Context: an optimization exercise on an open-source flow, tuned for small area. The choices shown serve that exercise and are no tape-out recipe. The RTL was checked by simulation tests, not by an equivalence proof against the original design. No activity file was given, so power comes from the tool's default toggle rates.

**flow/config.mk**
```make
export PLATFORM = sky130hd
export DESIGN_NAME = pb170proj
export DESIGN_NICKNAME = pb170proj
export VERILOG_FILES = /design/flow/design.v
export SDC_FILE = /design/flow/constraint.sdc
export NUM_CORES = 4
export LEC_CHECK = 0
export CAP_MARGIN = 20
export CORE_MARGIN = 2
export CORE_UTILIZATION = 40
export SLEW_MARGIN = 20
```
**flow/constraint.sdc**
```tcl
create_clock -name core_clock -period 10.0 [get_ports {CLK}]
set_input_delay 2.0000 -clock core_clock [delete_from_list [all_inputs] [get_ports {CLK}]]
set_output_delay 2.0000 -clock core_clock [all_outputs]
set_load 0.01 [all_outputs]
```
**flow/design.v**
```verilog
module clk_div (
	CLK, RST, CLK_DIV, cntr
	);
	input CLK;
	input RST;
	output CLK_DIV;
	output [31:0] cntr;
	reg [31:0] cntr;
	reg CLK_DIV;
	parameter divider = 32'd6_000_000;
	always@(posedge CLK)
	begin
		if (!RST || !cntr) cntr <= divider;
		else cntr <= cntr - 1;
	end
	always@(posedge CLK)
	begin
		if (cntr == 1) CLK_DIV <= 1;
		else CLK_DIV <= 0;
	end
endmodule
module pb170proj (
		CLK, KEY, SW, LEDG, LEDR, HEX4, HEX5, HEX6, HEX7
	);
	clk_div #(.divider(250)) divider1 (
		.cntr(cntr), .CLK(CLK), .RST(RST), .CLK_DIV(clk_div)
	);
	input CLK;
	input [1:0] KEY;
	input [15:0] SW;
	output [4:0] LEDG;
	output [15:0] LEDR;
	output [6:0] HEX4;
	output [6:0] HEX5;
	output [6:0] HEX6;
	output [6:0] HEX7;
	wire clk_div;
	wire RST;
	wire [31:0] cntr;
	reg [19:0] rnd_cnt;
	reg [15:0] LEDS;
	reg [4:0] LEDZ;
	reg [19:0] rnd;
	reg [6:0] HX4;
	reg [6:0] HX6;
	wire [6:0] HX5;
	wire [6:0] HX7;
	assign HEX4 = HX4;
	assign HEX6 = HX6;
	assign HEX5 = HX5;
	assign HEX7 = HX7;
	reg [15:0] ledscfg;
	reg [2:0] mode;
	reg [15:0] cntdwn;
	wire [15:0] cnt_m1;
	wire [15:0] cnt_m2;
	wire [15:0] cnt_m4a;
	wire [15:0] cnt_m4b;
	reg [3:0] rounds_ok;
	reg [3:0] rounds;
	wire [3:0] max_rounds;
	reg old_key1;
	assign LEDR = LEDS;
	assign LEDG = LEDZ;
	assign RST = KEY[0];
	task showhex;
	input pos;
	input [3:0] num;
	reg [6:0] hex;
	begin
		case (num)
		0: hex = 7'b1000000;
		1: hex = 7'b1111001;
		2: hex = 7'b0100100;
		3: hex = 7'b0110000;
		4: hex = 7'b0011001;
		5: hex = 7'b0010010;
		6: hex = 7'b0000010;
		7: hex = 7'b1111000;
		8: hex = 7'b0000000;
		9: hex = 7'b0010000;
		default: hex = 7'b1111111;
		endcase
		if (pos == 0)
			HX6 <= hex;
		else
			HX4 <= hex;
	end
	endtask
	assign HX7 = 7'b1111111;
	assign HX5 = 7'b1111111;
	assign max_rounds = 4'd8;
	assign cnt_m1 = 16'd5;
	assign cnt_m2 = 16'd500;
	assign cnt_m4a = 16'd96;
	assign cnt_m4b = 16'd48;
	always @(posedge CLK)
	begin
		if (KEY[0] == 0)
			rnd_cnt <= 20'd0;
		else
			rnd_cnt <= rnd_cnt + 20'd1;
	end
	always @(posedge CLK)
	begin
		if (KEY[0] == 0)
		begin
			mode = 0;
			rounds = 0;
			rounds_ok = 0;
			old_key1 = 0;
		end
		if (KEY[1] == 0 && old_key1 == 1)
		begin
			case (mode)
			0:
			begin
				rnd = rnd_cnt;
				cntdwn = cnt_m1;
				mode = 1;
			end
			2:
			begin
				mode = 3;
			end
			endcase
		end
		old_key1 = KEY[1];
		if (clk_div)
		begin
			case (mode)
			0:
			begin
				cntdwn = cnt_m1;
			end
			1:
			begin
				case (cntdwn)
				0:
				begin
					LEDS <= 0;
					cntdwn = cnt_m2;
					mode = 2;
				end
				cnt_m1:
				begin
					ledscfg = (16'b1 << rnd[3:0]) | (16'b1 << rnd[7:4]) | (16'b1 << rnd[11:8]) | (16'b1 << rnd[15:12]) | (16'b1 << rnd[19:16]);
					LEDS <= ledscfg;
					cntdwn = cntdwn - 16'b1;
				end
				default:
				begin
					cntdwn = cntdwn - 16'b1;
				end
				endcase
			end
			2:
			begin
				if (cntdwn == 0)
				begin
					mode = 3;
				end
				else
				begin
					cntdwn = cntdwn - 16'b1;
				end
			end
			3:
			begin
				cntdwn = cnt_m4a;
				if (SW[15:0] == ledscfg)
				begin
					rounds_ok = rounds_ok + 4'b1;
					cntdwn = cnt_m4b;
				end
				rounds = rounds + 4'b1;
				showhex(0, rounds_ok);
				showhex(1, rounds);
				mode = 4;
			end
			4:
			begin
				LEDS <= cntdwn[2] ? ledscfg : 16'b0;
				if (cntdwn == 0)
				begin
					if (rounds == max_rounds)
					begin
						LEDS <= 16'b1;
						mode = 5;
					end
					else
					begin
						mode = 0;
					end
				end
				cntdwn = cntdwn - 16'b1;
			end
			5:
			begin
				LEDS <= (LEDS[14:0] << 1) | LEDS[15];
			end
			endcase
			LEDZ <= (5'b1 << mode);
		end
	end
endmodule
```
**flow/run.sh**
```bash
#!/bin/bash
# synth_recipe.tcl (not shown) runs the flow's synth.tcl, then flattens the netlist and writes it again
# the make line also repeats each setting of config.mk as NAME=value (left out here)
make -C /OpenROAD-flow-scripts/flow DESIGN_CONFIG=/design/flow/config.mk WORK_HOME=/design/flow/orfs CLKGATE_MAP_FILE= SYNTH_SCRIPT=/design/flow/synth_recipe.tcl finish
```
==> impl_metrics.toml <==
[route]
drtIter0Drc = 863
vias = 7813
drt_drc_violations_left = 0
drt-wirelength-per-cell_microns = 17.2
dr.pass1.iters = 7
detail-route-antenna-nets = 0
routed_wl_microns = 23300
via_per_inst = 5.74

[synthesis]
async_reset_ff_share_pct = 0
avgSynthCellArea_sq_um = 8.36
synth_edf_count = 51
yosysWarnings = 2
syn_area_sq_um = 8750
synth_seq_area_share_pct = 40.6
ys_ff_latch = 152
yosysTopAreaCellShare_pct = 23.1
synth_top_cell_by_area = "dfxtp_1"
synth_area_leaders = "dfxtp_1, edfxtp_1, nand2_1"
syn_inst = 1046
synthFlopType = "dfxtp_1"
yosysUniqueCellTypes = 74

[die]
dieWidth_microns = 152
core_area_sq_um = 21600
ioPinCount = 68
start_util_pct = 40.5
dieArea_sq_um = 23100
fp.dieH_microns = 152
num_rows = 54

[worst_setup_path]
path_class = "input port to flip-flop"
worst_setup_path_end_kind = "flip-flop"
start_kind = "input port"
crit_required_ns = 10.06
arrival_ns = 5.48
cp_max_fo = 34

[place]
io_buffers = 53
place_ws_ns = 4.11
dpl.hpwl_microns = 16900
place_congestion = 0.945
placed_area_sq_um = 9390

[timing]
finClkSkew_ns = 0.00999
hold_violations = 0
max_freq_mhz = 184
maxSlewViolCount = 0
worst_slew_pin_slew_ns = 1.05
hold-worst-slack_ns = 0.468
finalSetupViolations = 0
max_slew_margin_pct = 29.4
tns_ns = 0
fin_ws_ns = 4.58
period_share_pct = 54.2
period_minus_slack_ns = 5.42
rsz0062_at_grt = "no"

[global_route]
grt_max_degree = 55
grt_pass1_vias = 7211
track_usage_pct = 20.2
overflow = 0
antenna_found_initial = 0
grt_pass1_wl_microns = 38400

[finish]
fillCellCount = 2163
regArea_sq_um = 3550
layout-drive-gt1-share_pct = 7.22
area_growth_pct = 13.6
antenna_cells = 0
multi_input_comb_area_sq_um = 4820
layout_common_cells = "nand2_1, nor2_1, dfxtp_1, clkdlybuf4s50_1, edfxtp_1"
final_nets = 1102
design_area_sq_um = 9940
layout_commonest_cell = "nand2_1"

[outcome]
status = "no timing/DRC/antenna violations"

[clock_tree]
clockBufferDepth = 2
ctsHtreeMaxLevel = 4
postCtsSetupBuffers = 0
clk_latency_ns = 0.43
cts_made_buffers = 17
clock-root-buffer = "clkbuf_16"
post_cts_resized = 0
clock_sinks = 152
clk_pin_slew_worst_paths_ns = 0.07
hold_buffers = 0
cts_tree = "built"

[hold_path]
hp-class = "flip-flop to flip-flop"

[power_and_ir_drop]
p_per_area_nw_per_um2 = 134
leakagePower_nw = 3.57
peakVddDrop_uv = 103

[run]
drv_cap = 0
-- worst paths after layout --
path | startpoint | end | slack, ns | cells after the start
max reg2reg | mode[1] | LEDS[12] | 6.74 | 5
min | divider1.cntr[15] | divider1.cntr[15] | 0.47 | 2
min reg2reg | divider1.cntr[15] | divider1.cntr[15] | 0.47 | 2
max | KEY[0] | ledscfg[12] | 4.58 | 7
-- metal layers --
layer	wire length [microns]	GRT usage, %	vias to the layer above	share of wire (%)
met1	10700	27.9	3632	46
met5	0	0	-	0
met2	10300	31.3	349	44
met3	1720	4.34	65	7.4
met4	693	7.57	0	3.0
li1	-	-	3767	-
-- cell families after synthesis --
| logic type | share of synthesized area [%] |
|---|---|
| compound gates | 16.5 |
| xor+xnor | 7.01 |
| fa+ha+maj | 2.15 |
| buf+inv | 4.99 |
| flops | 40.6 |
| mux | 0.758 |
| other cells | 0.0429 |
| simple gates | 27.9 |
-- registers in the layout (all words and copies together) (netlist names) --
name / cells
rnd_cnt: 20
divider1.CLK_DIV: 1
HX4: 7
LEDS: 16
ledscfg: 16
old_key1: 1
rnd: 20
cntdwn: 16
rounds_ok: 4
HX6: 7
divider1.cntr: 32
LEDZ: 5
rounds: 4
mode: 3
-- synth_stat cells (6+ instances only) --
cell / n
a211oi_1: 6
a21oi_1: 35
a22o_1: 8
a22oi_1: 11
a31o_2: 11
a31oi_1: 15
and2_1: 8
buf_2: 7
buf_4: 14
clkbuf_1: 41
dfxtp_1: 101
edfxtp_1: 51
ha_1: 15
inv_1: 24
nand2_1: 137
nand2b_1: 43
nand3_1: 39
nand3b_1: 6
nor2_1: 117
nor2b_1: 11
nor3_1: 49
nor4_1: 25
o21ai_0: 45
o22ai_1: 31
o31ai_1: 10
or2_2: 6
or3_1: 19
xnor2_1: 31
xor2_1: 39
-- per-stage QoR --
stage,std cells,utilization (%),power [W]
detailed placement,1329,43.4,0.000732
global placement,1329,43.4,0.000733
finish,1360,46.0,0.00133
global route,1360,46.0,0.00138
CTS,1360,46.0,0.00135
floorplan,1059,-,0.000713
-- layout make-up --
class,count,share of cell area [%]
repair buffers,58,5.71
clock inverters,13,1.10
multi-input cells,813,48.5
flip-flops and latches,152,35.7
clock buffers,18,4.42
well taps,280,3.52
inverters,26,0.982
-- report_power, final --
group / total (W) / switching, W / leakage [nW] / internal (W)
Sequential: 0.000652 / 0.00000953 / 1.27 / 0.000642
Combinational: 0.0000681 / 0.0000415 / 2.02 / 0.0000265
Clock: 0.000613 / 0.000282 / 0.276 / 0.000330
-- worst max-delay path, cell delays in order --
cell,delay (ns)
clkdlybuf4s50_1,0.45
buf_4,0.34
clkinv_1,0.74
nor4_1,0.91
nand2_1,0.23
inv_1,0.15
and3_1,0.64

-- re-timing with driven ports --
How much do the figures lean on ideal ports? The routed layout below was timed once more, with nothing changed but the port constraints.
Step 1 (the two cells are an assumption about what drives the block):
set clk [get_ports {CLK}]
set_driving_cell -lib_cell sky130_fd_sc_hd__clkbuf_16 $clk
set_driving_cell -lib_cell sky130_fd_sc_hd__buf_2 [delete_from_list [all_inputs] $clk]
Step 2 also shifts input and output timing later by t, the mid clock arrival at the registers, as if the neighbouring blocks saw the same clock.
Slacks: no drivers / after step 1 / after step 2; pairs: no drivers / after step 1.
t, ns: 0.474
slack for setup (ns): 4.579 / 4.594 / 4.121
worst slew at a driven data input, ns: 0.04
pins driven straight from the clock port: 1
After both steps setup and hold are still met in this run. The setup slack of this run moves by +0.015 ns with the drivers and by -0.458 ns with both steps.
